Source: an optimization exercise on an open RTL-to-GDS flow (aim: small area). Production flows keep margins and buffers that such runs may drop.
The RTL was checked by simulation tests, not by an equivalence proof against the original design.
The flow treats the clock pin as an ideal source, which a real chip does not have.
No activity file was given, so power comes from the tool's default toggle rates.

==> flow/design.v <==
module lcd_controller(iclk, irst_n, tens, units, lcd_data, lcd_rs, lcd_en);
input iclk, irst_n;
input [3:0] tens, units;
output [7:0] lcd_data;
output lcd_rs;
output reg lcd_en;
reg [12:0] s;
reg [5:0] k;
reg [8:0] rom;
wire first = (k == 6'd25);
wire done  = (k == 6'd63);
wire last  = (s[11:0] == 12'h5ca);
wire flip  = last & s[12] | first & (s == 13'h0ca7);
wire fb    = s[4] ^ s[5] ^ s[6] ^ s[12] ^ flip;
always @(posedge iclk or negedge irst_n)
	if (!irst_n) begin
		s <= 13'h05ca;
		k <= 6'd24;
		lcd_en <= 1'b0;
	end else begin
		s <= {s[11:0], fb};
		if (last & ~done) k <= k + 6'd1;
		lcd_en <= (lcd_en | (s == 13'h0e56) & ~done) & ~(s == 13'h0efe);
	end
always @*
	case (k)
	6'd24: rom = 9'h000;
	6'd25: rom = 9'h038;
	6'd26: rom = 9'h00c;
	6'd27: rom = 9'h001;
	6'd28: rom = 9'h006;
	6'd29: rom = 9'h080;
	6'd30: rom = 9'h143;
	6'd31: rom = 9'h14c;
	6'd32: rom = 9'h14b;
	6'd33: rom = 9'h120;
	6'd34: rom = 9'h153;
	6'd35: rom = 9'h145;
	6'd36: rom = 9'h154;
	6'd37: rom = 9'h13a;
	6'd38: rom = {5'h13, tens};
	6'd39: rom = {5'h13, units};
	6'd40: rom = 9'h120;
	6'd41: rom = 9'h120;
	6'd42: rom = 9'h120;
	6'd43: rom = 9'h120;
	6'd44: rom = 9'h120;
	6'd45: rom = 9'h120;
	6'd46: rom = 9'h0c0;
	6'd47: rom = 9'h120;
	6'd48: rom = 9'h120;
	6'd49: rom = 9'h120;
	6'd50: rom = 9'h120;
	6'd51: rom = 9'h120;
	6'd52: rom = 9'h120;
	6'd53: rom = 9'h120;
	6'd54: rom = 9'h120;
	6'd55: rom = 9'h120;
	6'd56: rom = 9'h120;
	6'd57: rom = 9'h120;
	6'd58: rom = 9'h120;
	6'd59: rom = 9'h120;
	6'd60: rom = 9'h120;
	6'd61: rom = 9'h120;
	6'd62: rom = 9'h120;
	6'd63: rom = 9'h120;
	default: rom = 9'h120;
	endcase
assign lcd_data = rom[7:0];
assign lcd_rs = rom[8];
endmodule
module HW21(btn,CLK,rst_n,sw,
	lcd_on,lcd_data,lcd_rs,lcd_rw,lcd_en);
input  CLK;
input  rst_n;
input [3:0] btn;
input [3:0]sw;
output [7:0] lcd_data;
output lcd_on,lcd_rs,lcd_rw,lcd_en;
wire rst = rst_n & btn[0] & btn[1] & btn[2] & btn[3];
assign lcd_on = 1'b1;
assign lcd_rw = 1'b0;
reg [14:0] q;
wire qz = ~|q[13:0];
wire tick = qz & ~q[14];
always @(posedge CLK or negedge rst_n)
	if (!rst_n) q <= 15'h0102;
	else        q <= {q[13:0], q[14] ^ q[13] ^ qz};
reg [3:0] u, t, h;
reg flag;
wire E  = tick & btn[3];
wire S  = E & ~flag & ~(btn[0] & btn[1]);    
wire dn = btn[0];                             
wire top  = h[3] & h[1] & t[1] & u[1] & u[0];    
wire uz = ~(u[3] | u[2] | u[1] | u[0]);
wire tz = ~(t[3] | t[2] | t[1] | t[0]);
wire hz = ~(h[3] | h[2] | h[1] | h[0]);
wire zero = uz & tz & hz;                        
function [3:0] tog(input [3:0] v, input d);
  tog = d ? {~v[0] & ~v[1] & ~v[2],
             ~v[0] & ~v[1] & (v[2] | v[3]),
             ~v[0] & (v[3] | v[2] | v[1]),
             1'b1}
          : {v[0] & (v[3] | v[2] & v[1]),
             v[1] & v[0],
             v[0] & ~v[3],
             1'b1};
endfunction
wire cu = dn ? uz : (u[3] & u[0]);      
wire ct = cu & (dn ? tz : (t[3] & t[0]));
wire [3:0] hT = {h[2:0] ^ {3{dn}}, 1'b1};
wire [3:0] htog = {&hT[3:0], &hT[2:0], &hT[1:0], 1'b1};
wire clr  = tick & ~btn[3] | S & ~dn & top;    
wire setw = S & dn & zero;                     
wire [3:0] un = u ^ ({4{S}} & tog(u, dn));
wire [3:0] tn = t ^ ({4{S & cu}} & tog(t, dn));
wire [3:0] hn = h ^ ({4{S & ct}} & htog);
always @(posedge CLK or negedge rst_n)
	if (!rst_n) begin
		u <= 0; t <= 0; h <= 0; flag <= 0;
	end else begin
		u <= clr ? 4'd0 : setw ? 4'd3  : un;
		t <= clr ? 4'd0 : setw ? 4'd2  : tn;
		h <= clr ? 4'd0 : setw ? 4'd10 : hn;
		if (E) flag <= ~(btn[0] & btn[1] & (btn[2] | ~flag));
	end
lcd_controller u0_lcd (
	.iclk(CLK), .irst_n(rst), .tens(t), .units(u),
	.lcd_data(lcd_data), .lcd_rs(lcd_rs), .lcd_en(lcd_en));
endmodule
==> flow/flow/run.sh <==
#!/bin/bash
# Own layout flow: the standard synthesis, then its combinational logic mapped
# again by ABC for area (registers untouched: same instances, names and cells),
# then the standard ORFS flow with buf_1 port buffers and, in place of its
# CTS step, a single clock buffer driving every register (flow/cts.tcl).  Each tool's output goes to a log_*.txt here.
set -euo pipefail
W=$(pwd)
F=$W/flow
PLAT=${FLOW_PLATFORM:-sky130hd}
LIB=$FLOW_HOME/platforms/$PLAT/lib/sky130_fd_sc_hd__tt_025C_1v80.lib
R=$W/orfs/results/$PLAT/HW21/base
YOSYS=${YOSYS_EXE:-$(command -v yosys || echo $FLOW_HOME/../tools/install/yosys/bin/yosys)}

# 1. standard synthesis
bash standard.sh synth > $W/log_1_synth.txt 2>&1
cp $R/1_2_yosys.v $W/std_1_2_yosys.v

# 2. area remapping of the combinational cells
DU=""
for c in $(grep -o 'sky130_fd_sc_hd__\(lpflow_[a-z0-9_]*\|probec\?_p_8\)' $LIB | sort -u); do DU="$DU -dont_use $c"; done
cat > $W/resyn.ys <<YS
read_liberty -ignore_miss_func $LIB
read_verilog $W/std_1_2_yosys.v
hierarchy -top $FLOW_TOP
setattr -mod -set blackbox 1 sky130_fd_sc_hd__df*
flatten
delete t:\$scopeinfo
opt_clean
stat -liberty $LIB
abc -liberty $LIB $DU -script $F/area.abc
opt_clean -purge
read_liberty -lib -overwrite -ignore_miss_func $LIB
hilomap -singleton -hicell sky130_fd_sc_hd__conb_1 HI -locell sky130_fd_sc_hd__conb_1 LO
splitnets
opt_clean -purge
insbuf -buf sky130_fd_sc_hd__buf_1 A X
check -assert
stat -liberty $LIB
select $FLOW_TOP
write_verilog -selected -noattr -noexpr -nohex -nodec $W/resyn.v
YS
$YOSYS -s $W/resyn.ys > $W/log_2_resyn.txt 2>&1
cp $W/resyn.v $R/1_2_yosys.v
bash standard.sh do-1_synth > $W/log_3_synth_odb.txt 2>&1

# 3. placement, standard
export BUFFER_PORTS_ARGS="-buffer_cell sky130_fd_sc_hd__buf_1"
bash standard.sh place > $W/log_4_place.txt 2>&1

# 4. clock tree: one buffer (flow/cts.tcl) in place of the standard CTS
RESULTS=$R LIB=$LIB PLAT=$PLAT CLKBUF=sky130_fd_sc_hd__clkbuf_8 NCLK=4 \
  openroad -no_init -exit $F/cts.tcl > $W/log_5_cts.txt 2>&1

# 5. routing and the rest of the standard flow
bash standard.sh finish > $W/log_6_finish.txt 2>&1
==> flow/flow/area.abc <==
strash
&get -n
&st
&dch -f
&nf -R 1000
&put
strash
&get -n
&st
&dch -f
&nf -R 1000
&put
==> flow/flow/cts.tcl <==
# Clock tree: the registers are split into NCLK groups of neighbours
# (k-means on their positions) and one clock buffer, placed at the centre of its
# group, drives each group straight from the clock port.  Reads 3_place.odb,
# writes 4_1_cts.odb and 4_cts.sdc in place of the standard CTS step.
set R $::env(RESULTS)
read_db $R/3_place.odb
read_liberty $::env(LIB)
read_sdc $R/3_place.sdc
source $::env(FLOW_HOME)/platforms/$::env(PLAT)/setRC.tcl

set block [ord::get_db_block]
set dbu [$block getDbUnitsPerMicron]
set ngroups $::env(NCLK)
set sinks {}
foreach it [[$block findNet CLK] getITerms] {
  set inst [$it getInst]
  set bb [$inst getBBox]
  set x [expr {([$bb xMin] + [$bb xMax]) / 2.0 / $dbu}]
  set y [expr {([$bb yMin] + [$bb yMax]) / 2.0 / $dbu}]
  lappend sinks [list $x $y "[$inst getName]/[[$it getMTerm] getName]"]
}
set sinks [lsort -real -index 0 $sinks]
set n [llength $sinks]
puts "clock sinks: $n, groups: $ngroups"
# k-means on the sink positions, started from equal-count strips by x
set centres {}
for {set g 0} {$g < $ngroups} {incr g} {
  set s [lindex $sinks [expr {(2 * $g + 1) * $n / (2 * $ngroups)}]]
  lappend centres [list [lindex $s 0] [lindex $s 1]]
}
for {set iter 0} {$iter < 30} {incr iter} {
  set groups {}
  for {set g 0} {$g < $ngroups} {incr g} { lappend groups {} }
  foreach s $sinks {
    set best 0; set bd 1e18
    for {set g 0} {$g < $ngroups} {incr g} {
      set c [lindex $centres $g]
      set d [expr {abs([lindex $s 0] - [lindex $c 0]) + abs([lindex $s 1] - [lindex $c 1])}]
      if {$d < $bd} { set bd $d; set best $g }
    }
    lset groups $best [concat [lindex $groups $best] [list $s]]
  }
  set centres {}
  foreach grp $groups {
    set sx 0.0; set sy 0.0
    foreach s $grp { set sx [expr {$sx + [lindex $s 0]}]; set sy [expr {$sy + [lindex $s 1]}] }
    set m [expr {max(1, [llength $grp])}]
    lappend centres [list [expr {$sx / $m}] [expr {$sy / $m}]]
  }
}
for {set g 0} {$g < $ngroups} {incr g} {
  set grp [lindex $groups $g]
  if {[llength $grp] == 0} { continue }
  set pins {}
  foreach s $grp { lappend pins [get_pins [lindex $s 2]] }
  set loc [lindex $centres $g]
  insert_buffer -buffer_cell $::env(CLKBUF) -net CLK -load_pins $pins -location $loc \
    -buffer_name clkbuf_leaf_$g -net_name clknet_leaf_$g
  puts "group $g: [llength $grp] sinks, buffer at $loc"
}
foreach it [[$block findNet CLK] getITerms] {
  set net [[[$it getInst] findITerm X] getNet]
  $net setSigType CLOCK
  puts "clock buffer [[$it getInst] getName] drives [llength [$net getITerms]] pins"
}
detailed_placement
check_placement -verbose
set_propagated_clock [all_clocks]
estimate_parasitics -placement
report_clock_skew
report_checks -path_delay min_max
report_check_types -max_slew -max_capacitance -violators
write_db $R/4_1_cts.odb
write_sdc -no_timestamp $R/4_cts.sdc
file copy -force $R/4_1_cts.odb $R/4_cts.odb
==> flow/standard.sh <==
#!/bin/bash
# synth_recipe.tcl (not shown) runs the flow's synth.tcl, then flattens the netlist and writes it again
# the make line also repeats each setting of config.mk as NAME=value (left out here)
make -C /OpenROAD-flow-scripts/flow DESIGN_CONFIG=/design/flow/config.mk WORK_HOME=/design/flow/orfs CLKGATE_MAP_FILE= SYNTH_SCRIPT=/design/flow/synth_recipe.tcl "${@:-finish}"
==> flow/config.mk <==
export PLATFORM = sky130hd
export DESIGN_NAME = HW21
export DESIGN_NICKNAME = HW21
export VERILOG_FILES = /design/flow/design.v
export SDC_FILE = /design/flow/constraint.sdc
export NUM_CORES = 4
export LEC_CHECK = 0
export CAP_MARGIN = 20
export CORE_MARGIN = 2
export CORE_UTILIZATION = 40
export SLEW_MARGIN = 20
==> flow/constraint.sdc <==
create_clock -name core_clock -period 10.0 [get_ports {CLK}]
set_input_delay 2.0000 -clock core_clock [delete_from_list [all_inputs] [get_ports {CLK}]]
set_output_delay 2.0000 -clock core_clock [all_outputs]
set_load 0.01 [all_outputs]
==> impl_metrics.csv, run 1 <==
group,metric,value,unit
cells_and_area,layout-drive-gt1-share,6.18,%
synthesis,syn_area,2270,sq um
cells_and_area,nFillCells,536,
routing,vias,1850,
floorplan,rows,27,
routing,vias_per_cell,5.59,
critical_path,crit_fanout,8,
placement,dp_cells,327,
global_route,grt_pass1_vias,1719,
cells_and_area,antenna_cells,0,
hold_path,worstHoldPathType,"reg2reg",
floorplan,die_y,79.3,um
routing,routed_wl,4.68,mm
sta,tightest_slew,0.878,ns
clock_network,clkSlewWorstSetupHoldPaths,0.09,ns
global_route,antenna_found_initial,0,
critical_path,start_kind,"register",
pwr,ir_drop,0.101,mV
routing,routedWlPerCell,14.2,um
floorplan,pin_count,22,
floorplan,design.core.area,5510,sq um
outcome,status,"finished clean",
placement,dp_hpwl,3.40,mm
cells_and_area,fin_nets,271,
placement,io_buffers,15,
routing,drt-initial-drc-count,97,
pwr,leakagePower,0.000962,uW
cells_and_area,mostFrequentLayoutCell,"dfrtp_1",
sta,drv_slew,0,
global_route,groute.usage.overall,15.5,%
sta,fmax,233,MHz
sta,tns,0,ns
floorplan,dieArea,6300,sq um
synthesis,ys_warn_count,2,
sta,hold_viol,0,
critical_path,worst_ep_required_time,8.00,ns
synthesis,syn_inst,238,
placement,pre_cts_ws,5.78,ns
sta,setup_viol,0,
cells_and_area,layout_common_cells,"38 x dfrtp_1, 31 x nand2_1, 27 x nor2_1, 20 x a21oi_1, 17 x o21ai_0",
global_route,grt_max_degree,30,
routing,ant_nets,0,
cells_and_area,instances_no_fill,331,
sta,clock_skew,0.0324,ns
job,cap_viol_max_count,0,
sta,worst_slack,5.71,ns
critical_path,worstPathArrival,2.29,ns
critical_path,cp-end-kind,"output pin",
routing,remaining_drc_errors,0,
global_route,grt_overflow,0,
sta,fin_crit_sh,42.9,%
clock_network,clk_latency,0.15,ns
synthesis,syn_area_per_cell,9.54,sq um
floorplan,start_util,41.2,%
sta,finalCriticalPeriod,4.29,ns
cells_and_area,area_growth,9.53,%
floorplan,dieWidth,79.3,um
pwr,cellPowerDensity,118,nW/um^2
sta,slew_headroom,41.4,%
critical_path,crit_type,"reg2out",
global_route,grt_pass1_wl,8.11,mm
sta,rsz0062_at_grt,"no",
placement,routabilityCongestion,0.857,
routing,firstDrtPassIters,4,
cells_and_area,final_core_util,45.2,%
==> routing by layer <==
metal  vias to the layer above  share of wire (%)  track usage (%)  wire length [um]
met5                         -                  0                0                 0
met4                         0                1.5             2.41                70
met3                         7                4.7             1.36               219
met2                        38                 47             25.8              2180
met1                       896                 47             22.6              2210
li1                        909                  -                -                 -
==> worst paths after layout <==
kind                                   from           end  slack, ns  cells past startpoint
worst min-delay path                   q[6]          q[7]       0.38                      0
worst max register to register         q[0]          h[1]       7.15                     10
worst max-delay path            u0_lcd.k[5]   lcd_data[5]       5.71                      7
worst min register to register         q[6]          q[7]       0.38                      0
min in group asynchronous             rst_n          h[1]       1.83                      2
max in group asynchronous            btn[0]  u0_lcd.s[10]       7.18                      4
==> through the flow <==
step / power [uW] / instance area, sq um / hold slack (ns)
3_5_place_dp: 214 / 2430 / 0.363
5_1_grt: 307 / 2490 / 0.395
3_3_place_gp: 214 / 2430 / 0.350
2_1_floorplan: 208 / 2270 / 0.346
6_report: 293 / 2490 / 0.379
==> final cells by class <==
cell class                 instances  area (sq um)  share of cell area [%]
clock buffer                       4          55.1                    2.21
inverter                           4          15.0                   0.604
multi-input combinational        186          1040                    41.9
sequential                        48          1210                    48.8
tap                               72          90.1                    3.62
timing repair buffer              17          71.3                    2.87
==> power breakdown <==
group | internal, uW | total (uW) | switching, uW
combinational | 4.39 | 12.5 | 8.09
sequential | 195 | 198 | 2.43
clock | 36.6 | 82.5 | 45.9
==> critical path, cell delays in order (launching register included) <==
cell,delay (ns)
dfrtp_1,0.40
nor3b_1,0.74
nand2_1,0.19
o311ai_0,0.42
nor2_1,0.08
nand2_1,0.07
o221ai_1,0.10
buf_1,0.16
==> registers in the layout, indices dropped and copies added, names as in the netlist <==
| register | cells |
|---|---|
| u0_lcd.s | 13 |
| flag | 1 |
| u0_lcd.k | 6 |
| q | 15 |
| h | 4 |
| u | 4 |
| t | 4 |
| u0_lcd.lcd_en | 1 |
==> run 2: changes to the inputs <==
--- a/flow/flow/run.sh
+++ b/flow/flow/run.sh
@@ -48,7 +48,7 @@
 bash standard.sh place > $W/log_4_place.txt 2>&1
 
 # 4. clock tree: one buffer (flow/cts.tcl) in place of the standard CTS
-RESULTS=$R LIB=$LIB PLAT=$PLAT CLKBUF=sky130_fd_sc_hd__clkbuf_8 NCLK=4 \
+RESULTS=$R LIB=$LIB PLAT=$PLAT CLKBUF=sky130_fd_sc_hd__clkbuf_16 NCLK=2 \
   openroad -no_init -exit $F/cts.tcl > $W/log_5_cts.txt 2>&1
 
 # 5. routing and the rest of the standard flow
==> run 2 against run 1 <==
Still clean. Synthesized cell count unchanged. Via count decreased by 3.2%. Maximum frequency decreased by 0.79%. Register-to-register slack about the same. Sequential share of layout area increased by 0.098 points. Wire length increased by 0.30%. Flip-flop and latch count unchanged. Die area unchanged. Critical path depth unchanged. Sequential power about the same. First-iteration DRC count increased by 46%. Clock-buffer cell count decreased by 2. Critical path type unchanged. Highest routed layer unchanged.
==> impl_metrics.csv, run 2 <==
group,metric,value,unit
critical_path,cp-end-kind,"output pin",
critical_path,worst_ep_required_time,8.00,ns
global_route,antenna_found_initial,0,
pwr,internal_power,236,uW
sta,finalCriticalPeriod,4.33,ns
cells_and_area,largest_reg_flops,15,
routing,routed_wl,4.70,mm
synthesis,syn_inst,238,
sta,hold_viol,0,
sta,rsz0062_at_grt,"no",
pwr,sw_frac_of_total,19.5,%
placement,io_buffers,15,
sta,fin_hold_ws,0.380,ns
sta,tightest_slew,0.886,ns
critical_path,r2r_setup_slack,7.15,ns
pwr,ir_drop,0.135,mV
routing,routedWlPerCell,14.3,um
cells_and_area,layout_common_cells,"38 x dfrtp_1, 31 x nand2_1, 27 x nor2_1, 20 x a21oi_1, 17 x o21ai_0",
pwr,cellPowerDensity,118,nW/um^2
clock_network,clk_latency,0.16,ns
clock_network,clkSlewWorstSetupHoldPaths,0.10,ns
critical_path,worstPathArrival,2.33,ns
floorplan,die_y,79.3,um
sta,fmax,231,MHz
synthesis,ys_warn_count,2,
floorplan,design.core.area,5510,sq um
pwr,p_comb_share,4.2,%
global_route,gr-usage-met1,22.6,%
synthesis,syn_area,2270,sq um
global_route,groute.usage.overall,15.4,%
cells_and_area,antenna_cells,0,
floorplan,pin_count,22,
global_route,use_met3,1.02,%
sta,drv_slew,0,
global_route,use_met2,26.4,%
routing,firstDrtPassIters,4,
global_route,grt_overflow,0,
job,cap_viol_max_count,0,
placement,dp_hpwl,3.40,mm
routing,drt-initial-drc-count,142,
sta,slew_headroom,40.8,%
routing,remaining_drc_errors,0,
global_route,grt_max_degree,30,
critical_path,start_kind,"register",
sta,setup_viol,0,
cells_and_area,layout-drive-gt1-share,5.45,%
critical_path,crit_type,"reg2out",
cells_and_area,fin_nets,269,
floorplan,start_util,41.2,%
cells_and_area,area_growth,9.31,%
routing,vias,1790,
cells_and_area,mostFrequentLayoutCell,"dfrtp_1",
pwr,p_seq_share,67.4,%
floorplan,dieArea,6300,sq um
placement,pre_cts_ws,5.78,ns
global_route,grt_most_used_layer,"met2",
placement,routabilityCongestion,0.857,
routing,vias_per_cell,5.44,
cells_and_area,largestRegisters,"q: 15 flops, u0_lcd.s: 13 flops, u0_lcd.k: 6 flops",
global_route,grt_pass1_wl,8.05,mm
sta,tns,0,ns
pwr,leakagePower,0.000958,uW
outcome,status,"finished clean",
routing,ant_nets,0,
sta,fin_crit_sh,43.3,%
floorplan,rows,27,
floorplan,dieWidth,79.3,um
sta,worst_slack,5.67,ns
synthesis,syn_area_per_cell,9.54,sq um
hold_path,worstHoldPathType,"reg2reg",
sta,clock_skew,0.0184,ns
global_route,grt_pass1_vias,1697,
pwr,power.switching,57.1,uW
critical_path,crit_fanout,8,
cells_and_area,regMostFlops,"q",
cells_and_area,final_core_util,45.1,%
pwr,pwr-share-clk,28.4,%
[run 2: worst paths after layout]
check                       startpoint          end  cells past startpoint
max in group asynchronous       btn[0]  u0_lcd.s[3]                      4
hold reg to reg                   q[6]         q[7]                      0
setup / recovery           u0_lcd.k[5]  lcd_data[5]                      7
setup reg to reg                  q[0]         h[1]                     10
hold / removal                    q[6]         q[7]                      0
min in group asynchronous        rst_n         t[1]                      2
[run 2: worst max-delay path, stage by stage, from the launching register on]
cell      delay, ns
dfrtp_1        0.40
nor3b_1        0.75
nand2_1        0.19
o311ai_0       0.44
nor2_1         0.07
nand2_1        0.07
o221ai_1       0.10
buf_1          0.16
[run 2: power groups by stage]
stage               clock, uW  combinational, uW  sequential (uW)
global placement            0               12.4              201
global route             93.7               14.4              198
finish                   83.3               12.4              198
floorplan                   0               7.11              201
detailed placement          0               12.6              201
[run 2: metal layers]
layer	vias to the layer above	part of all wire (%)
met4	0	0.72
met3	2	3.2
met5	-	0
met1	862	49
met2	24	47
li1	902	-
[run 2: cell type report]
cell class | count | area, sq um
timing repair buffer | 17 | 71.3
tap | 72 | 90.1
inverter | 4 | 15.0
sequential | 48 | 1210
fill | 537 | 3020
clock buffer | 2 | 50.0
multi-input combinational | 186 | 1040
[run 2: through the flow]
step / power [uW] / cell area [sq um] / std cells
after global routing: 306 / 2480 / 329
after floorplan: 208 / 2270 / 238
final: 293 / 2480 / 329
after detailed placement: 214 / 2430 / 327
after global placement: 214 / 2430 / 327
==> run 3: changes to the inputs <==
--- a/flow/flow/run.sh
+++ b/flow/flow/run.sh
@@ -48,7 +48,7 @@
 bash standard.sh place > $W/log_4_place.txt 2>&1
 
 # 4. clock tree: one buffer (flow/cts.tcl) in place of the standard CTS
-RESULTS=$R LIB=$LIB PLAT=$PLAT CLKBUF=sky130_fd_sc_hd__clkbuf_16 NCLK=2 \
+RESULTS=$R LIB=$LIB PLAT=$PLAT CLKBUF=${CLKBUF:-sky130_fd_sc_hd__clkbuf_8} NCLK=${NCLK:-3} \
   openroad -no_init -exit $F/cts.tcl > $W/log_5_cts.txt 2>&1
 
 # 5. routing and the rest of the standard flow
--- a/flow/flow/cts.tcl
+++ b/flow/flow/cts.tcl
@@ -1,5 +1,5 @@
 # Clock tree: the registers are split into NCLK groups of neighbours
-# (k-means on their positions) and one clock buffer, placed at the centre of its
+# (k-means on their positions, at most ceil(n / NCLK) in a group) and one clock buffer, placed at the centre of its
 # group, drives each group straight from the clock port.  Reads 3_place.odb,
 # writes 4_1_cts.odb and 4_cts.sdc in place of the standard CTS step.
 set R $::env(RESULTS)
@@ -28,17 +28,32 @@
   set s [lindex $sinks [expr {(2 * $g + 1) * $n / (2 * $ngroups)}]]
   lappend centres [list [lindex $s 0] [lindex $s 1]]
 }
+set cap [expr {($n + $ngroups - 1) / $ngroups}]
 for {set iter 0} {$iter < 30} {incr iter} {
+  # balanced assignment: closest (sink, centre) pairs first, at most cap per group
+  set pairs {}
+  for {set i 0} {$i < $n} {incr i} {
+    set s [lindex $sinks $i]
+    for {set g 0} {$g < $ngroups} {incr g} {
+      set c [lindex $centres $g]
+      lappend pairs [list [expr {abs([lindex $s 0] - [lindex $c 0]) + abs([lindex $s 1] - [lindex $c 1])}] $i $g]
+    }
+  }
+  set pairs [lsort -real -index 0 $pairs]
+  array unset owner
+  set count {}
+  for {set g 0} {$g < $ngroups} {incr g} { lappend count 0 }
+  foreach p $pairs {
+    lassign $p d i g
+    if {[info exists owner($i)] || [lindex $count $g] >= $cap} { continue }
+    set owner($i) $g
+    lset count $g [expr {[lindex $count $g] + 1}]
+  }
   set groups {}
   for {set g 0} {$g < $ngroups} {incr g} { lappend groups {} }
-  foreach s $sinks {
-    set best 0; set bd 1e18
-    for {set g 0} {$g < $ngroups} {incr g} {
-      set c [lindex $centres $g]
-      set d [expr {abs([lindex $s 0] - [lindex $c 0]) + abs([lindex $s 1] - [lindex $c 1])}]
-      if {$d < $bd} { set bd $d; set best $g }
-    }
-    lset groups $best [concat [lindex $groups $best] [list $s]]
+  for {set i 0} {$i < $n} {incr i} {
+    set g $owner($i)
+    lset groups $g [concat [lindex $groups $g] [list [lindex $sinks $i]]]
   }
   set centres {}
   foreach grp $groups {
==> run 3 against run 2 <==
Hold slack got worse by 0.0021 ns. Core utilization fell by 0.16 points. Clock power decreased by 7.7%. Synthesized area stayed put. Sequential power about the same. Setup slack worse by 0.015 ns. First-iteration DRC count fell by 25%. Cell count rose by 0.30%. Sequential share of layout area up 0.17 points. Maximum frequency is 0.34% lower. Synthesized cell count stayed put. Critical endpoint unchanged. Largest cell class unchanged. Largest power group unchanged.
==> impl_metrics.csv, run 3 <==
group,metric,value,unit
placement,routabilityCongestion,0.857,
floorplan,die_y,79.3,um
floorplan,pin_count,22,
critical_path,worstPathArrival,2.34,ns
floorplan,dieWidth,79.3,um
cells_and_area,nFillCells,538,
cells_and_area,layout-drive-gt1-share,5.81,%
pwr,p_seq_share,68.9,%
clock_network,clk_latency,0.17,ns
sta,slew_headroom,41.3,%
critical_path,crit_type,"reg2out",
sta,fin_hold_ws,0.378,ns
sta,fin_crit_sh,43.4,%
global_route,groute.usage.overall,15.7,%
cells_and_area,instances_no_fill,330,
global_route,grt_pass1_wl,8.14,mm
pwr,sw_frac_of_total,20.7,%
cells_and_area,largest_reg_flops,15,
global_route,grt_pass1_vias,1709,
cells_and_area,regMostFlops,"q",
critical_path,worst_path_largest_cell_delay,0.74,ns
pwr,ir_drop,0.0974,mV
sta,drv_slew,0,
outcome,status,"finished clean",
synthesis,ys_warn_count,2,
floorplan,dieArea,6300,sq um
clock_network,clkSlewWorstSetupHoldPaths,0.11,ns
cells_and_area,mostFrequentLayoutCell,"dfrtp_1",
pwr,p_comb_share,4.3,%
routing,firstDrtPassIters,4,
placement,io_buffers,15,
critical_path,crit_slowest_cell,"nor3b_1",
sta,hold_viol,0,
floorplan,start_util,41.2,%
routing,vias_per_cell,5.59,
cells_and_area,area_growth,8.93,%
critical_path,cp_common_cell,"nand2_1",
routing,vias,1844,
pwr,pwr-share-clk,26.8,%
hold_path,worstHoldPathType,"reg2reg",
sta,rsz0062_at_grt,"no",
global_route,gr-usage-met1,23.3,%
routing,ant_nets,0,
routing,routed_wl,4.75,mm
critical_path,worst_ep_required_time,8.00,ns
routing,drt-initial-drc-count,106,
routing,remaining_drc_errors,0,
cells_and_area,largestRegisters,"q: 15 flops, u0_lcd.s: 13 flops, u0_lcd.k: 6 flops",
synthesis,syn_area,2270,sq um
critical_path,cp_cell_sequence,"nor3b_1, nand2_1, o311ai_0, nor2_1, nand2_1, o221ai_1, buf_1",
cells_and_area,fin_nets,270,
floorplan,design.core.area,5510,sq um
placement,dp_hpwl,3.40,mm
sta,setup_viol,0,
sta,tightest_slew,0.879,ns
sta,finalCriticalPeriod,4.34,ns
pwr,power.switching,59.6,uW
global_route,grt_overflow,0,
global_route,use_met3,1.48,%
global_route,grt_max_degree,30,
sta,clock_skew,0.0221,ns
sta,fmax,230,MHz
synthesis,syn_area_per_cell,9.54,sq um
synthesis,syn_inst,238,
cells_and_area,layout_common_cells,"38 x dfrtp_1, 31 x nand2_1, 27 x nor2_1, 20 x a21oi_1, 17 x o21ai_0",
sta,tns,0,ns
global_route,use_met2,25.6,%
critical_path,crit_fanout,8,
critical_path,start_kind,"register",
global_route,grt_most_used_layer,"met2",
placement,dp_cells,327,
pwr,leakagePower,0.000955,uW
critical_path,cp-end-kind,"output pin",
floorplan,rows,27,
global_route,antenna_found_initial,0,
routing,routedWlPerCell,14.4,um
pwr,cellPowerDensity,116,nW/um^2
job,cap_viol_max_count,0,
cells_and_area,antenna_cells,0,
pwr,internal_power,228,uW
## run 3: layer usage
metal,up-vias,part of all wire [%]
met4,0,1.5
li1,907,-
met5,-,0
met2,37,46
met3,6,4.8
met1,894,48
## run 3: final timing paths
kind,startpoint,depth (start not counted),slack (ns),to
worst max-delay path,u0_lcd.k[5],7,5.66,lcd_data[5]
worst min-delay path,q[6],0,0.38,q[7]
worst max register to register,q[0],10,7.18,h[1]
worst min register to register,q[6],0,0.38,q[7]
max in group asynchronous,btn[0],4,7.20,u0_lcd.s[3]
min in group asynchronous,rst_n,2,1.81,h[0]
## run 3: critical path, delay by kind of cell (launching register included)
| family | cells | cell delay (ns) |
|---|---|---|
| AND/OR/NAND/NOR | 4 | 1.08 |
| AO/OA/AOI/OAI | 2 | 0.52 |
| flip-flops | 1 | 0.42 |
| buffers and inverters | 1 | 0.16 |
## run 3: power groups by stage
stage / Combinational (uW) / Sequential (uW) / Clock [uW]
after floorplan: 7.11 / 201 / 0
after global placement: 12.4 / 201 / 0
after detailed placement: 12.6 / 201 / 0
after global routing: 14.4 / 198 / 87.8
final: 12.5 / 198 / 76.9
## run 3: layout make-up
| class | count | area [sq um] | area share, % |
|---|---|---|---|
| Multi-Input combinational cell | 186 | 1040 | 42.1 |
| Timing Repair Buffer | 17 | 71.3 | 2.88 |
| Clock buffer | 3 | 41.3 | 1.67 |
| Tap cell | 72 | 90.1 | 3.64 |
| Inverter | 4 | 15.0 | 0.607 |
| Sequential cell | 48 | 1210 | 49.1 |
## run 3: stage by stage
stage | power [uW] | area, sq um | utilization (%) | setup slack [ns]
2_1_floorplan | 208 | 2270 | - | 6.32
3_3_place_gp | 214 | 2430 | 44.2 | 5.82
3_5_place_dp | 214 | 2430 | 44.2 | 5.78
5_1_grt | 300 | 2470 | 44.9 | 5.44
6_report | 287 | 2470 | 44.9 | 5.66
==> run 4: changes to the inputs <==
--- a/flow/flow/run.sh
+++ b/flow/flow/run.sh
@@ -40,6 +40,7 @@
 write_verilog -selected -noattr -noexpr -nohex -nodec $W/resyn.v
 YS
 $YOSYS -s $W/resyn.ys > $W/log_2_resyn.txt 2>&1
+python3 $F/mergetie.py $W/resyn.v > $W/log_2b_mergetie.txt 2>&1
 cp $W/resyn.v $R/1_2_yosys.v
 bash standard.sh do-1_synth > $W/log_3_synth_odb.txt 2>&1
 
==> flow/flow/mergetie.py (new file) <==
# Drive both constant outputs from one tie cell: the HI and LO pins of a
# single sky130_fd_sc_hd__conb_1 instead of one cell for each.
import re, sys
p = sys.argv[1]
s = open(p).read()
cells = re.findall(r'(  sky130_fd_sc_hd__conb_1 (\S+) \((.*?)\);\n)', s, re.S)
hi = [c for c in cells if '.HI(' in c[2] and '.LO(' not in c[2]]
lo = [c for c in cells if '.LO(' in c[2] and '.HI(' not in c[2]]
if len(hi) == 1 and len(lo) == 1:
    lonet = re.search(r'\.LO\(([^)]*)\)', lo[0][2]).group(1)
    hinet = re.search(r'\.HI\(([^)]*)\)', hi[0][2]).group(1)
    merged = '  sky130_fd_sc_hd__conb_1 %s (\n    .HI(%s),\n    .LO(%s)\n  );\n' % (hi[0][1], hinet, lonet)
    s = s.replace(hi[0][0], merged).replace(lo[0][0], '')
    print('merged tie cells %s and %s' % (hi[0][1], lo[0][1]))
open(p, 'w').write(s)
==> run 4 against run 3 <==
Critical path type unchanged. Critical endpoint unchanged. Die area shrank 0.15%. Flip-flop and latch count is the same. Still clean. Power shrank 0.79%.
==> impl_metrics.csv, run 4 <==
group,metric,value,unit
cells_and_area,antenna_cells,0,
sta,tightest_slew,0.796,ns
routing,routedWlPerCell,13.7,um
floorplan,pin_count,22,
synthesis,syn_area_per_cell,9.57,sq um
cells_and_area,mostFrequentLayoutCell,"dfrtp_1",
synthesis,ys_warn_count,2,
cells_and_area,largest_reg_flops,15,
placement,dp_hpwl,3.28,mm
sta,slew_headroom,46.8,%
critical_path,crit_fanout,8,
sta,finalCriticalPeriod,4.25,ns
routing,ant_nets,0,
floorplan,rows,27,
pwr,leakagePower,0.000955,uW
cells_and_area,area_growth,9.11,%
global_route,grt_overflow,0,
pwr,cellPowerDensity,115,nW/um^2
sta,clock_skew,0.0148,ns
cells_and_area,multi_input_area,1040,sq um
placement,post_dp_cell_area,2430,sq um
cells_and_area,layout-drive-gt1-share,5.81,%
cells_and_area,nFillCells,527,
floorplan,design.core.area,5510,sq um
placement,io_buffers,15,
pwr,ir_drop,0.0852,mV
cells_and_area,fin_area,2470,sq um
floorplan,die_y,79.3,um
outcome,status,"finished clean",
global_route,antenna_found_initial,0,
routing,firstDrtPassIters,4,
placement,routabilityCongestion,0.831,
synthesis,syn_inst,237,
routing,remaining_drc_errors,0,
routing,drt-initial-drc-count,101,
global_route,grt_pass1_vias,1676,
cells_and_area,seq_area,1210,sq um
job,cap_viol_max_count,0,
floorplan,dieArea,6290,sq um
routing,vias_per_cell,5.45,
sta,drv_slew,0,
floorplan,dieWidth,79.3,um
sta,fin_crit_sh,42.5,%
sta,hold_viol,0,
sta,tns,0,ns
global_route,grt_max_degree,30,
sta,setup_viol,0,
global_route,grt_pass1_wl,7.69,mm
critical_path,start_kind,"register",
cells_and_area,largestRegisters,"q: 15 flops, u0_lcd.s: 13 flops, u0_lcd.k: 6 flops",
routing,vias,1798,
critical_path,crit_type,"reg2out",
clock_network,clk_latency,0.16,ns
synthesis,syn_area,2270,sq um
cells_and_area,fin_nets,270,
sta,rsz0062_at_grt,"no",
routing,routed_wl,4.52,mm
floorplan,start_util,41.2,%
hold_path,worstHoldPathType,"reg2reg",
clock_network,clkSlewWorstSetupHoldPaths,0.10,ns
cells_and_area,regMostFlops,"q",
global_route,groute.usage.overall,14.7,%
sta,fmax,235,MHz
cells_and_area,layout_common_cells,"38 x dfrtp_1, 31 x nand2_1, 27 x nor2_1, 20 x a21oi_1, 17 x o21ai_0",
critical_path,worst_ep_required_time,8.00,ns
critical_path,worstPathArrival,2.25,ns
critical_path,cp-end-kind,"output pin",
-- run 4: through the flow --
| step | hold slack (ns) | worst slack (ns) | power, uW | utilization, % | std cells |
|---|---|---|---|---|---|
| after global routing | 0.397 | 5.42 | 297 | 44.9 | 330 |
| final | 0.381 | 5.75 | 285 | 44.9 | 330 |
| after floorplan | 0.346 | 6.32 | 208 | - | 238 |
| after detailed placement | 0.357 | 5.78 | 214 | 44.2 | 327 |
| after global placement | 0.350 | 5.80 | 214 | 44.2 | 327 |
-- run 4: layout make-up --
cell class | instances | share of cell area (%)
clock buffer | 3 | 1.67
inverter | 4 | 0.607
multi-input combinational | 186 | 42.1
sequential | 48 | 49.1
tap | 72 | 3.64
timing repair buffer | 17 | 2.88
-- run 4: report_power, final --
group / leakage, uW / internal [uW] / switching [uW]
Clock: 0.0000216 / 27.8 / 46.9
Sequential: 0.000603 / 195 / 2.41
Combinational: 0.000330 / 4.40 / 8.07
Total: 0.000955 / 227 / 57.3
-- run 4: per-layer routing --
metal  global-route usage (%)  up-vias  wire length (um)
met2                     24.4       27              2060
li1                         -      903                 -
met4                     2.07        0                75
met1                     21.6      863              2240
met5                        0        -                 0
met3                     1.14        5               146
-- run 4: critical path, cell delays in order (launching register included) --
cell	delay, ns
dfrtp_1	0.42
nor3b_1	0.68
nand2_1	0.18
o311ai_0	0.41
nor2_1	0.08
nand2_1	0.07
o221ai_1	0.10
buf_1	0.15
-- run 4: path summary, 6_finish.rpt --
path	startpoint	to	slack, ns	cells after the start
worst max-delay path	u0_lcd.k[5]	lcd_data[5]	5.75	7
worst min-delay path	q[3]	q[4]	0.38	0
worst max register to register	q[0]	h[1]	7.17	10
worst min register to register	q[3]	q[4]	0.38	0
max in group asynchronous	btn[0]	u0_lcd.s[8]	7.21	4
min in group asynchronous	rst_n	h[0]	1.81	2
==> run 5: changes to the inputs <==
==> flow/flow/run.sh (replaced) <==
#!/bin/bash
# Own layout flow: the standard synthesis; its combinational logic mapped again
# by ABC for area, the best of a few scripts (registers untouched: the same
# instances, names and cells); then the standard ORFS flow with buf_1 port
# buffers and, in place of its CTS step, a few clock buffers each driving a
# group of neighbouring registers (flow/cts.tcl).  Each tool's output goes to
# a log_*.txt file here.
set -euo pipefail
W=$(pwd)
F=$W/flow
PLAT=${FLOW_PLATFORM:-sky130hd}
LIB=$FLOW_HOME/platforms/$PLAT/lib/sky130_fd_sc_hd__tt_025C_1v80.lib
R=$W/orfs/results/$PLAT/HW21/base
YOSYS=${YOSYS_EXE:-$(command -v yosys || echo $FLOW_HOME/../tools/install/yosys/bin/yosys)}

# 1. standard synthesis
bash standard.sh synth > $W/log_1_synth.txt 2>&1
cp $R/1_2_yosys.v $W/std_1_2_yosys.v

# 2. area remapping of the combinational cells
DU=""
for c in $(grep -o 'sky130_fd_sc_hd__\(lpflow_[a-z0-9_]*\|probec\?_p_8\)' $LIB | sort -u); do DU="$DU -dont_use $c"; done
# Several ABC scripts run side by side (flow/a*.abc); the smallest result is kept.
best=""; best_area=""
for sc in $F/a*.abc; do
  n=$(basename $sc .abc)
  cat > $W/resyn_$n.ys <<YS
read_liberty -ignore_miss_func $LIB
read_verilog $W/std_1_2_yosys.v
hierarchy -top $FLOW_TOP
setattr -mod -set blackbox 1 sky130_fd_sc_hd__df*
flatten
delete t:\$scopeinfo
opt_clean
stat -liberty $LIB
abc -liberty $LIB $DU -script $sc
opt_clean -purge
read_liberty -lib -overwrite -ignore_miss_func $LIB
hilomap -singleton -hicell sky130_fd_sc_hd__conb_1 HI -locell sky130_fd_sc_hd__conb_1 LO
splitnets
opt_clean -purge
insbuf -buf sky130_fd_sc_hd__buf_1 A X
check -assert
tee -o $W/resyn_$n.area stat -liberty $LIB
select $FLOW_TOP
write_verilog -selected -noattr -noexpr -nohex -nodec $W/resyn_$n.v
YS
  ( $YOSYS -s $W/resyn_$n.ys > $W/log_2_resyn_$n.txt 2>&1 || true ) &
done
wait
for sc in $F/a*.abc; do
  n=$(basename $sc .abc)
  [[ -s $W/resyn_$n.v ]] || continue
  a=$(grep "Chip area" $W/resyn_$n.area | awk '{print $NF}')
  echo "$n $a" >> $W/log_2_resyn_areas.txt
  if [[ -z "$best" ]] || python3 -c "import sys; sys.exit(0 if $a < $best_area else 1)"; then best=$n; best_area=$a; fi
done
echo "kept $best ($best_area)" >> $W/log_2_resyn_areas.txt
cp $W/resyn_$best.v $W/resyn.v
cp $W/resyn.v $R/1_2_yosys.v
bash standard.sh do-1_synth > $W/log_3_synth_odb.txt 2>&1

# 3. placement, standard
export BUFFER_PORTS_ARGS="-buffer_cell sky130_fd_sc_hd__buf_1"
bash standard.sh place > $W/log_4_place.txt 2>&1

# 4. clock tree (flow/cts.tcl) in place of the standard CTS step
RESULTS=$R LIB=$LIB PLAT=$PLAT CLKBUF=${CLKBUF:-sky130_fd_sc_hd__clkbuf_8} NCLK=${NCLK:-3} \
  openroad -no_init -exit $F/cts.tcl > $W/log_5_cts.txt 2>&1

# 5. routing and the rest of the standard flow
bash standard.sh finish > $W/log_6_finish.txt 2>&1
==> flow/flow/a1.abc (new file) <==
strash
&get -n
&deepsyn -T 90 -S 1
&put
strash
&get -n
&st
&dch -f
&nf -R 1000
&put
==> flow/flow/a2.abc (new file) <==
strash
&get -n
&deepsyn -T 90 -S 2
&put
strash
&get -n
&st
&nf -R 1000
&put
==> flow/flow/a3.abc (new file) <==
strash
&get -n
&deepsyn -T 90 -S 3
&put
strash
&get -n
&st
&dch -f
&nf -R 1000
&put
strash
&get -n
&st
&dch -f
&nf -R 1000
&put
==> flow/flow/a4.abc (new file) <==
strash
dc2
&get -n
&st
&dch -f
&nf -R 1000
&put
strash
&get -n
&st
&dch -f
&nf -R 1000
&put
removed: flow/flow/area.abc
removed: flow/flow/mergetie.py
==> run 5 against run 4 <==
Hold slack improved by 0.0017 ns. Via count fell by 12%. Combinational power fell by about 30%. Non-clock buffer count did not move. Still clean. Setup slack got worse by 0.33 ns. Clock power fell by 1%. Sequential power barely moved. Sequential share of layout area rose by 3.6 points. Critical endpoint is now h[2].
==> impl_metrics.csv, run 5 <==
group,metric,value,unit
pwr,sw_frac_of_total,19.2,%
cells_and_area,mostFrequentLayoutCell,"dfrtp_1",
pwr,ir_drop,0.0667,mV
floorplan,die_y,76.5,um
cells_and_area,fin_nets,243,
cells_and_area,layout-drive-gt1-share,6.49,%
floorplan,design.core.area,5110,sq um
critical_path,path_delay_family,"simple AND/OR/NAND/NOR gates",
cells_and_area,nFillCells,502,
sta,tightest_slew,0.665,ns
global_route,grt_max_degree,30,
hold_path,worstHoldPathType,"reg2reg",
clock_network,clkSlewWorstSetupHoldPaths,0.11,ns
floorplan,pin_count,22,
sta,setup_viol,0,
sta,fin_crit_sh,45.8,%
clock_network,clk_latency,0.16,ns
global_route,grt_overflow,0,
global_route,antenna_found_initial,0,
floorplan,rows,26,
placement,dp_hpwl,2.86,mm
cells_and_area,multi_input_area,880,sq um
cells_and_area,regMostFlops,"q",
hold_path,hold_path_depth,0,
critical_path,crit_type,"in2reg",
floorplan,dieWidth,76.5,um
synthesis,syn_area,2100,sq um
routing,vias_per_cell,5.26,
cells_and_area,antenna_cells,0,
floorplan,dieArea,5860,sq um
pwr,internal_power,226,uW
critical_path,worstPathArrival,4.69,ns
routing,remaining_drc_errors,0,
cells_and_area,seq_area,1210,sq um
pwr,p_comb_share,3.1,%
routing,ant_nets,0,
critical_path,crit_slowest_cell,"o21ai_0",
routing,firstDrtPassIters,4,
routing,routed_wl,3.90,mm
sta,hold_viol,0,
critical_path,start_kind,"input port",
critical_path,cp-end-kind,"register",
sta,slew_headroom,55.2,%
synthesis,syn_area_per_cell,9.97,sq um
placement,routabilityCongestion,0.827,
sta,finalCriticalPeriod,4.58,ns
global_route,grt_pass1_wl,6.98,mm
cells_and_area,largest_reg_flops,15,
pwr,p_seq_share,70.5,%
floorplan,start_util,41.2,%
pwr,pwr-share-clk,26.3,%
pwr,leakagePower,0.000965,uW
pwr,power.switching,53.8,uW
cells_and_area,area_growth,9.51,%
sta,rsz0062_at_grt,"no",
routing,drt-initial-drc-count,83,
critical_path,crit_fanout,6,
critical_path,cp.depth,11,
outcome,status,"finished clean",
pwr,cellPowerDensity,121,nW/um^2
routing,routedWlPerCell,12.9,um
critical_path,worst-path-buf-inv,1,
critical_path,worst_path_largest_cell_delay,0.56,ns
synthesis,ys_warn_count,2,
cells_and_area,largestRegisters,"q: 15 flops, u0_lcd.s: 13 flops, u0_lcd.k: 6 flops",
routing,vias,1582,
synthesis,syn_inst,211,
sta,clock_skew,0.0203,ns
critical_path,reg2reg_depth,13,
sta,tns,0,ns
cells_and_area,layout_common_cells,"38 x dfrtp_1, 31 x nand2_1, 23 x nor2_1, 15 x buf_1",
global_route,grt_pass1_vias,1490,
sta,drv_slew,0,
job,cap_viol_max_count,0,
critical_path,cp_cell_sequence,"buf_1, nand2_1, a21oi_1, nand2b_1, or4_1, nor3_1, nand2_1, o21ai_0, o21ai_0, xor2_1, nor2_1",
critical_path,worst_ep_required_time,10.11,ns
pwr,report.power.total,280,uW
placement,io_buffers,15,
global_route,groute.usage.overall,13.8,%
sta,fmax,218,MHz
## run 5: area by class of cell
class | count | area share, %
multi-input combinational | 160 | 38.2
clock buffer | 3 | 1.79
inverter | 3 | 0.489
tap | 70 | 3.80
sequential | 48 | 52.7
timing repair buffer | 17 | 3.09
## run 5: final timing paths
check	from	endpoint	slack [ns]
worst min register to register	q[12]	q[13]	0.38
worst max-delay path	btn[3]	h[2]	5.42
max in group asynchronous	rst_n	u0_lcd.s[7]	7.36
worst min-delay path	q[12]	q[13]	0.38
worst max register to register	q[0]	h[2]	6.38
min in group asynchronous	rst_n	h[2]	1.81
## run 5: worst register-to-register path: stages (launching register included)
cell,delay (ns)
dfrtp_1,0.40
nor4_1,0.28
nand4_1,0.15
nor2_1,0.17
nand2_1,0.10
a21oi_1,0.18
nand2b_1,0.16
or4_1,0.47
nor3_1,0.47
nand2_1,0.13
o21ai_0,0.56
o21ai_0,0.23
xor2_1,0.19
nor2_1,0.08
## run 5: per-layer routing
layer | global-route usage (%) | part of all wire [%]
met5 | 0 | 0
met4 | 1.45 | 1.3
met3 | 0.829 | 4.2
met2 | 23.0 | 44
met1 | 20.6 | 50
## run 5: power by group through the flow
stage          Sequential [uW]  Clock, uW  Combinational (uW)
6_report                   197       73.6                8.78
5_1_grt                    198       84.7                10.3
3_5_place_dp               201          0                9.11
3_3_place_gp               201          0                9.02
2_1_floorplan              200          0                4.34
## run 5: per-stage QoR
step	worst slack (ns)	instances	cell area (sq um)	hold WS (ns)	util [%]
2_1_floorplan	5.83	211	2100	0.354	-
3_3_place_gp	5.26	298	2260	0.358	44.3
3_5_place_dp	5.19	298	2260	0.362	44.3
5_1_grt	5.13	301	2300	0.389	45.1
6_report	5.42	301	2300	0.382	45.1
==> run 6: changes to the inputs <==
--- a/flow/design.v
+++ b/flow/design.v
@@ -110,20 +110,20 @@
 wire ct = cu & (dn ? tz : (t[3] & t[0]));
 wire [3:0] hT = {h[2:0] ^ {3{dn}}, 1'b1};
 wire [3:0] htog = {&hT[3:0], &hT[2:0], &hT[1:0], 1'b1};
-wire clr  = tick & ~btn[3] | S & ~dn & top;    
-wire setw = S & dn & zero;                     
-wire [3:0] un = u ^ ({4{S}} & tog(u, dn));
-wire [3:0] tn = t ^ ({4{S & cu}} & tog(t, dn));
-wire [3:0] hn = h ^ ({4{S & ct}} & htog);
+wire C  = tick & ~btn[3];               
+wire sp = S & (dn ? zero : top);         
+wire [3:0] Tu = sp ? 4'b0011 : {4{S}} & tog(u, dn);
+wire [3:0] Tt = sp ? 4'b0010 : {4{S & cu}} & tog(t, dn);
+wire [3:0] Th = sp ? 4'b1010 : {4{S & ct}} & htog;
+wire keep = rst_n & ~C;
+always @(posedge CLK) begin
+	u <= {4{keep}} & (u ^ Tu);
+	t <= {4{keep}} & (t ^ Tt);
+	h <= {4{keep}} & (h ^ Th);
+end
 always @(posedge CLK or negedge rst_n)
-	if (!rst_n) begin
-		u <= 0; t <= 0; h <= 0; flag <= 0;
-	end else begin
-		u <= clr ? 4'd0 : setw ? 4'd3  : un;
-		t <= clr ? 4'd0 : setw ? 4'd2  : tn;
-		h <= clr ? 4'd0 : setw ? 4'd10 : hn;
-		if (E) flag <= ~(btn[0] & btn[1] & (btn[2] | ~flag));
-	end
+	if (!rst_n) flag <= 0;
+	else if (E) flag <= ~(btn[0] & btn[1] & (btn[2] | ~flag));
 lcd_controller u0_lcd (
 	.iclk(CLK), .irst_n(rst), .tens(t), .units(u),
 	.lcd_data(lcd_data), .lcd_rs(lcd_rs), .lcd_en(lcd_en));
==> flow/flow/a4.abc (replaced) <==
strash
&get -n
&deepsyn -T 90 -S 4
&put
strash
&get -n
&st
&dch -f
&nf -R 1000
&put
--- a/flow/config.mk
+++ b/flow/config.mk
@@ -5,7 +5,7 @@
 export SDC_FILE = /design/flow/constraint.sdc
 export NUM_CORES = 4
 export LEC_CHECK = 0
-export CAP_MARGIN = 20
+export CAP_MARGIN = 0
 export CORE_MARGIN = 2
 export CORE_UTILIZATION = 40
-export SLEW_MARGIN = 20
+export SLEW_MARGIN = 0
==> run 6 against run 5 <==
Still clean on timing, DRC and antenna. Setup slack better by 0.24 ns. Non-clock buffer count is 1 higher. Combinational power shrank 19%. First-iteration DRC count increased by 23%. Global-route usage grew 0.17 points. Synthesized area down 1.8%.
==> impl_metrics.csv, run 6 <==
group,metric,value,unit
outcome,status,"finished clean",
critical_path,start_kind,"input port",
cells_and_area,largest_reg_flops,15,
cells_and_area,layout_common_cells,"26 x nand2_1, 26 x dfrtp_1, 20 x a21oi_1, 17 x nor2_1, 15 x buf_1",
cells_and_area,nFillCells,486,
hold_path,hp-start,"q[12]",
sta,tightest_slew,0.538,ns
cells_and_area,multi_input_area,893,sq um
critical_path,reg2reg_depth,15,
routing,ant_nets,0,
critical_path,r2r-start,"q[13]",
global_route,grt_max_degree,21,
hold_path,hold_path_depth,0,
critical_path,path_delay_family,"simple AND/OR/NAND/NOR gates",
critical_path,crit_fanout,5,
sta,rsz0062_at_grt,"no",
critical_path,crit_slowest_cell,"or3_1",
sta,fmax,230,MHz
sta,drv_slew,0,
global_route,grt_pass1_wl,6.47,mm
pwr,cellPowerDensity,121,nW/um^2
floorplan,design.core.area,5040,sq um
global_route,antenna_found_initial,0,
critical_path,cp_common_cell,"nand2_1",
synthesis,syn_area,2070,sq um
critical_path,worst_path_largest_cell_delay,0.42,ns
routing,routedWlPerCell,12.4,um
cells_and_area,seq_area,1150,sq um
routing,drt-initial-drc-count,102,
clock_network,clk_latency,0.16,ns
routing,vias,1577,
critical_path,worst-path-buf-inv,2,
critical_path,cp_cell_sequence,"buf_1, a21oi_1, nor2b_1, and2_0, o21ai_0, or3_1, clkinv_1, nand2_1, o31ai_1, nand2_1, nand2_1, a21oi_1, o21a_1",
synthesis,syn_area_per_cell,9.74,sq um
clock_network,clkSlewWorstSetupHoldPaths,0.10,ns
floorplan,dieArea,5760,sq um
cells_and_area,layout-drive-gt1-share,6.87,%
pwr,leakagePower,0.000872,uW
sta,setup_viol,0,
synthesis,syn_inst,212,
placement,io_buffers,15,
sta,fin_crit_sh,43.5,%
global_route,grt_pass1_vias,1341,
routing,firstDrtPassIters,4,
critical_path,crit_type,"in2reg",
sta,hold_viol,0,
sta,finalCriticalPeriod,4.35,ns
synthesis,ys_warn_count,2,
routing,vias_per_cell,5.20,
routing,routed_wl,3.76,mm
cells_and_area,area_growth,10.1,%
placement,routabilityCongestion,0.792,
critical_path,critical_path.startpoint,"btn[0]",
sta,worst_slack,5.65,ns
cells_and_area,regMostFlops,"q",
placement,dp_hpwl,2.75,mm
cells_and_area,fin_nets,245,
routing,remaining_drc_errors,0,
job,cap_viol_max_count,0,
cells_and_area,antenna_cells,0,
hold_path,worstHoldPathType,"reg2reg",
sta,clock_skew,0.0132,ns
floorplan,start_util,41.0,%
floorplan,die_y,75.9,um
floorplan,pin_count,22,
floorplan,dieWidth,75.9,um
critical_path,cp-end-kind,"register",
global_route,groute.usage.overall,14.0,%
sta,slew_headroom,63.8,%
sta,tns,0,ns
cells_and_area,largestRegisters,"q: 15 flops, u0_lcd.s: 13 flops, u0_lcd.k: 6 flops",
floorplan,rows,26,
global_route,grt_overflow,0,
critical_path,cp.depth,13,
critical_path,worstPathArrival,4.41,ns
critical_path,worst_ep_required_time,10.07,ns
placement,pre_cts_ws,5.45,ns
pwr,ir_drop,0.0898,mV
==> run 6: worst reg2reg max path, cell delays in order (launching register included) <==
cell	delay, ns
dfrtp_1	0.40
nor4_1	0.31
nand4_1	0.15
or2_0	0.25
a21oi_1	0.17
nor2b_1	0.32
and2_0	0.20
o21ai_0	0.20
or3_1	0.42
clkinv_1	0.08
nand2_1	0.10
o31ai_1	0.42
nand2_1	0.09
nand2_1	0.10
a21oi_1	0.07
o21a_1	0.10
==> run 6: power breakdown <==
| part | internal (uW) | total (uW) | switching (uW) |
|---|---|---|---|
| clock | 27.8 | 74.8 | 46.9 |
| sequential | 194 | 194 | 0.141 |
| combinational | 2.33 | 7.08 | 4.75 |
| total | 224 | 276 | 51.8 |
==> run 6: metal layers <==
| metal | vias to the layer above | track usage [%] | part of all wire, % |
|---|---|---|---|
| met1 | 745 | 22.6 | 52 |
| met4 | 0 | 1.36 | 1.4 |
| met5 | - | 0 | 0 |
| li1 | 808 | - | - |
| met2 | 19 | 21.0 | 44 |
| met3 | 5 | 1.19 | 2.8 |
==> run 6: worst paths after layout <==
path	end	slack, ns
max	h[3]	5.65
min	q[13]	0.38
max reg2reg	h[3]	6.55
min reg2reg	q[13]	0.38
max in group asynchronous	u0_lcd.s[1]	7.48
min in group asynchronous	q[13]	1.76
==> run 6: final cells by class <==
cell class	count	area share, %
flip-flops and latches	48	50.7
clock buffers	3	1.82
well taps	70	3.85
inverters	5	0.826
multi-input cells	159	39.3
repair buffers	18	3.47
==> run 6: metrics by stage <==
step                      util [%]  instances  area (sq um)  total power [uW]  hold WS [ns]
after floorplan                  -        212          2070               201         0.354
after global placement        44.3        300          2230               205         0.358
after detailed placement      44.3        300          2230               205         0.364
after global routing          45.1        303          2270               289         0.390
final                         45.1        303          2270               276         0.381
==> run 7: changes to the inputs <==
==> flow/config.mk (replaced) <==
export PLATFORM = sky130hd
export DESIGN_NAME = HW21
export DESIGN_NICKNAME = HW21
export VERILOG_FILES = /design/flow/design.v
export SDC_FILE = /design/flow/constraint.sdc
export NUM_CORES = 4
export LEC_CHECK = 0
export CAP_MARGIN = 20
export CORE_MARGIN = 2
export CORE_UTILIZATION = 65
export SLEW_MARGIN = 20
==> run 7 against run 6 <==
Sequential share of layout area is 0.74 points higher. Flip-flop and latch count stayed put. Maximum frequency decreased by 1.9%. Synthesized area unchanged. Sequential power barely moved. Via count up 3.2%. Synthesized cell count unchanged. Clock-buffer cell count unchanged. First-iteration DRC count is 24% lower. Clock skew is 0.0075 ns lower. Non-clock buffer count unchanged. Critical path type unchanged. Critical endpoint unchanged.
==> impl_metrics.csv, run 7 <==
group,metric,value,unit
outcome,status,"finished clean",
cells_and_area,antenna_cells,0,
pwr,p_comb_share,2.6,%
global_route,grt_pass1_wl,6.43,mm
cells_and_area,fin_nets,245,
pwr,p_seq_share,71.0,%
global_route,grt_pass1_vias,1474,
global_route,grt_max_degree,21,
floorplan,dieArea,3650,sq um
cells_and_area,layout_common_cells,"26 x nand2_1, 26 x dfrtp_1, 20 x a21oi_1, 17 x nor2_1, 15 x buf_1",
global_route,groute.usage.overall,22.3,%
pwr,internal_power,224,uW
sta,finalCriticalPeriod,4.43,ns
cells_and_area,largestRegisters,"q: 15 flops, u0_lcd.s: 13 flops, u0_lcd.k: 6 flops",
global_route,antenna_found_initial,0,
critical_path,start_kind,"input port",
critical_path,worst-path-buf-inv,2,
pwr,pwr-share-clk,26.3,%
routing,firstDrtPassIters,4,
sta,clock_skew,0.00579,ns
routing,vias,1627,
sta,hold_viol,0,
critical_path,worst_ep_required_time,10.05,ns
critical_path,cp_common_cell,"nand2_1",
sta,fmax,226,MHz
pwr,power.switching,49.1,uW
synthesis,syn_area_per_cell,9.74,sq um
pwr,report.power.total,273,uW
hold_path,worstHoldPathType,"reg2reg",
critical_path,crit_type,"in2reg",
sta,slew_headroom,65.5,%
routing,drt-initial-drc-count,78,
synthesis,ys_warn_count,2,
critical_path,crit_fanout,5,
cells_and_area,regMostFlops,"q",
sta,fin_crit_sh,44.3,%
floorplan,design.core.area,3030,sq um
routing,vias_per_cell,5.87,
clock_network,clk_latency,0.15,ns
floorplan,dieWidth,60.4,um
cells_and_area,area_growth,8.48,%
routing,routed_wl,3.81,mm
critical_path,cp-end-kind,"register",
sta,tns,0,ns
pwr,ir_drop,0.114,mV
placement,dp_cells,274,
critical_path,crit_slowest_cell,"or3_1",
synthesis,syn_inst,212,
cells_and_area,instances_no_fill,277,
sta,setup_viol,0,
cells_and_area,fin_area,2240,sq um
critical_path,worstPathArrival,4.49,ns
pwr,leakagePower,0.000872,uW
routing,ant_nets,0,
pwr,cellPowerDensity,122,nW/um^2
placement,dp_hpwl,2.87,mm
routing,remaining_drc_errors,0,
placement,routabilityCongestion,0.859,
synthesis,syn_area,2070,sq um
critical_path,cp_cell_sequence,"buf_1, a21oi_1, nor2b_1, and2_0, o21ai_0, or3_1, clkinv_1, nand2_1, o31ai_1, nand2_1, nand2_1, a21oi_1, o21a_1",
placement,post_dp_cell_area,2200,sq um
clock_network,clkSlewWorstSetupHoldPaths,0.09,ns
global_route,grt_overflow,0,
floorplan,rows,20,
sta,tightest_slew,0.512,ns
floorplan,start_util,68.2,%
floorplan,die_y,60.4,um
cells_and_area,layout-drive-gt1-share,6.87,%
pwr,sw_frac_of_total,18.0,%
critical_path,worst_path_largest_cell_delay,0.42,ns
job,cap_viol_max_count,0,
cells_and_area,largest_reg_flops,15,
cells_and_area,nFillCells,226,
routing,routedWlPerCell,13.7,um
floorplan,pin_count,22,
sta,drv_slew,0,
critical_path,path_delay_family,"simple AND/OR/NAND/NOR gates",
sta,rsz0062_at_grt,"no",
placement,io_buffers,15,
-- run 7: worst paths after layout --
kind / start / endpoint / slack (ns) / cells past startpoint
min in group asynchronous: rst_n / flag / 1.77 / 2
hold / removal: q[10] / q[11] / 0.39 / 0
hold reg to reg: q[10] / q[11] / 0.39 / 0
setup / recovery: btn[0] / h[3] / 5.57 / 13
setup reg to reg: q[7] / h[3] / 6.44 / 15
max in group asynchronous: rst_n / u0_lcd.s[8] / 7.45 / 5
-- run 7: layer usage --
metal	share of wire, %	vias up	track usage (%)
met5	0	-	0
met4	1.2	0	3.49
met3	4.6	7	1.49
met2	50	41	39.4
met1	44	776	31.0
li1	-	803	-
-- run 7: cell type report --
class                      instances  area [sq um]  area share (%)
sequential                        48          1150            51.5
multi-input combinational        159           893            39.9
timing repair buffer              18          78.8            3.52
tap                               44          55.1            2.46
clock buffer                       3          41.3            1.84
inverter                           5          18.8           0.838
-- run 7: metrics by stage --
step           hold slack (ns)  util, %  setup WS, ns
3_5_place_dp             0.360     72.6          5.45
2_1_floorplan            0.354        -          5.97
5_1_grt                  0.399     74.0          5.36
3_3_place_gp             0.361     72.6          5.63
6_report                 0.385     74.0          5.57
-- run 7: power groups by stage --
stage	Clock (uW)	Combinational [uW]	Sequential, uW
2_1_floorplan	0	3.48	198
3_3_place_gp	0	6.85	198
3_5_place_dp	0	7.26	198
5_1_grt	79.2	8.28	194
6_report	71.8	7.21	194
==> run 8: changes to the inputs <==
--- a/flow/config.mk
+++ b/flow/config.mk
@@ -8,4 +8,5 @@
 export CAP_MARGIN = 20
 export CORE_MARGIN = 2
 export CORE_UTILIZATION = 65
+export GPL_TIMING_DRIVEN = 0
 export SLEW_MARGIN = 20
==> run 8 against run 7 <==
First-iteration DRC count increased by 21%. Critical endpoint unchanged. Critical path depth unchanged. Die area unchanged. Largest power group unchanged. Setup slack improved by 0.097 ns. Cell count shrank 0.72%. Global-route usage rose by 0.61 points. Flip-flop and latch count unchanged. Via count fell by 1.7%.
==> impl_metrics.csv, run 8 <==
group,metric,value,unit
global_route,grt_max_degree,19,
cells_and_area,largest_reg_flops,15,
global_route,grt_pass1_wl,6.39,mm
critical_path,path_delay_family,"simple AND/OR/NAND/NOR gates",
sta,finalCriticalPeriod,4.33,ns
routing,remaining_drc_errors,0,
synthesis,syn_inst,212,
global_route,groute.usage.overall,22.9,%
cells_and_area,nFillCells,230,
hold_path,worstHoldPathType,"reg2reg",
sta,drv_slew,0,
floorplan,start_util,68.2,%
outcome,status,"finished clean",
cells_and_area,antenna_cells,0,
critical_path,crit_fanout,5,
synthesis,ys_warn_count,2,
critical_path,worst-path-buf-inv,2,
placement,io_buffers,15,
cells_and_area,seq_area,1150,sq um
synthesis,syn_area_per_cell,9.74,sq um
critical_path,start_kind,"input port",
floorplan,dieArea,3650,sq um
critical_path,worst_path_largest_cell_delay,0.42,ns
global_route,grt_pass1_vias,1388,
cells_and_area,instances_no_fill,275,
placement,routabilityCongestion,0.857,
sta,setup_viol,0,
clock_network,clkSlewWorstSetupHoldPaths,0.09,ns
sta,slew_headroom,40.2,%
critical_path,crit_slowest_cell,"or3_1",
global_route,antenna_found_initial,0,
critical_path,crit_type,"in2reg",
sta,tightest_slew,0.896,ns
routing,firstDrtPassIters,4,
pwr,leakagePower,0.000863,uW
floorplan,rows,20,
cells_and_area,largestRegisters,"q: 15 flops, u0_lcd.s: 13 flops, u0_lcd.k: 6 flops",
floorplan,dieWidth,60.4,um
global_route,grt_overflow,0,
sta,fin_crit_sh,43.3,%
routing,vias_per_cell,5.82,
sta,fmax,231,MHz
cells_and_area,fin_nets,243,
routing,routedWlPerCell,14.1,um
placement,pre_cts_ws,5.48,ns
synthesis,syn_area,2070,sq um
floorplan,pin_count,22,
sta,worst_slack,5.67,ns
pwr,cellPowerDensity,123,nW/um^2
routing,ant_nets,0,
critical_path,cp_common_cell,"nand2_1",
pwr,ir_drop,0.0906,mV
routing,routed_wl,3.87,mm
sta,hold_viol,0,
routing,drt-initial-drc-count,94,
placement,dp_hpwl,2.93,mm
cells_and_area,layout-drive-gt1-share,6.49,%
routing,vias,1600,
cells_and_area,layout_common_cells,"26 x nand2_1, 26 x dfrtp_1, 20 x a21oi_1, 16 x nor2_1, 15 x buf_1",
clock_network,clk_latency,0.15,ns
critical_path,cp-end-kind,"register",
sta,tns,0,ns
cells_and_area,multi_input_area,896,sq um
floorplan,design.core.area,3030,sq um
job,cap_viol_max_count,0,
sta,rsz0062_at_grt,"no",
cells_and_area,regMostFlops,"q",
floorplan,die_y,60.4,um
sta,clock_skew,0.00681,ns
critical_path,worst_ep_required_time,10.05,ns
critical_path,cp_cell_sequence,"buf_1, a21oi_1, nor2b_1, and2_0, o21ai_0, or3_1, clkinv_1, nand2_1, o31ai_1, nand2_1, nand2_1, a21oi_1, o21a_1",
placement,dp_cells,272,
critical_path,worstPathArrival,4.39,ns
cells_and_area,area_growth,8.06,%
## run 8: path summary, 6_finish.rpt
check	start	endpoint	slack (ns)	cells past startpoint
max	btn[0]	h[3]	5.67	13
min	q[4]	q[5]	0.38	0
max reg2reg	q[7]	h[3]	6.55	15
min reg2reg	q[4]	q[5]	0.38	0
max in group asynchronous	rst_n	u0_lcd.s[8]	6.94	4
min in group asynchronous	btn[2]	u0_lcd.s[0]	1.87	3
## run 8: metrics by stage
stage	hold slack, ns	cell area (sq um)	total power (uW)	util [%]
5_1_grt	0.396	2230	283	73.7
2_1_floorplan	0.354	2070	201	-
3_3_place_gp	0.362	2180	204	71.9
3_5_place_dp	0.359	2190	204	72.4
6_report	0.382	2230	274	73.7
## run 8: area by class of cell
class | count | share of cell area (%)
multi-input combinational | 159 | 40.1
clock buffer | 3 | 1.85
sequential | 48 | 51.7
tap | 44 | 2.47
inverter | 5 | 0.841
timing repair buffer | 16 | 3.03
## run 8: routing by layer
metal / GRT usage [%] / vias to the layer above / share of wire [%]
met4: 1.27 / 0 / 0.72
met1: 32.3 / 763 / 44
met3: 1.92 / 2 / 4.4
li1: - / 799 / -
met5: 0 / - / 0
met2: 40.8 / 36 / 51
## run 8: report_power, final
part | leakage [uW] | internal [uW] | switching [uW]
Combinational | 0.000303 | 1.88 | 4.90
Sequential | 0.000539 | 194 | 0.183
Clock | 0.0000216 | 27.8 | 45.2

-- re-timing with driven ports --
In the flow no input, the clock included, has a driving cell. The finished layouts below were timed again as built, in two steps.
Step 1: set_driving_cell puts a clkbuf_16 on CLK and a buf_2 on each other input, an assumption about the parent block.
Step 2 also shifts input and output timing later by t, the mid clock arrival at the registers, as if the neighbouring blocks saw the same clock.
Three values: ideal, step 1, step 2; two values: the first two.
| run | shift t [ns] | setup WS [ns] | worst hold slack (ns) | pins driven straight from the clock port |
|---|---|---|---|---|
| run 1 | 0.191 | 5.706 / 5.651 / 5.772 | 0.379 / 0.379 / 0.379 | 4 |
| run 2 | 0.200 | 5.672 / 5.625 / 5.802 | 0.380 / 0.380 / 0.380 | 2 |
| run 3 | 0.209 | 5.657 / 5.605 / 5.805 | 0.378 / 0.378 / 0.378 | 3 |
| run 4 | 0.203 | 5.748 / 5.698 / 5.763 | 0.381 / 0.381 / 0.381 | 3 |
| run 5 | 0.200 | 5.418 / 5.431 / 5.231 | 0.382 / 0.382 / 0.382 | 3 |
| run 6 | 0.201 | 5.654 / 5.684 / 5.483 | 0.381 / 0.381 / 0.381 | 3 |
| run 7 | 0.190 | 5.569 / 5.591 / 5.401 | 0.385 / 0.385 / 0.385 | 3 |
| run 8 | 0.196 | 5.666 / 5.693 / 5.497 | 0.382 / 0.382 / 0.382 | 3 |
After both steps every run listed still meets setup and hold. The setup slack of run 5, which loses most, moves by +0.013 ns with the drivers and by -0.187 ns with both steps.
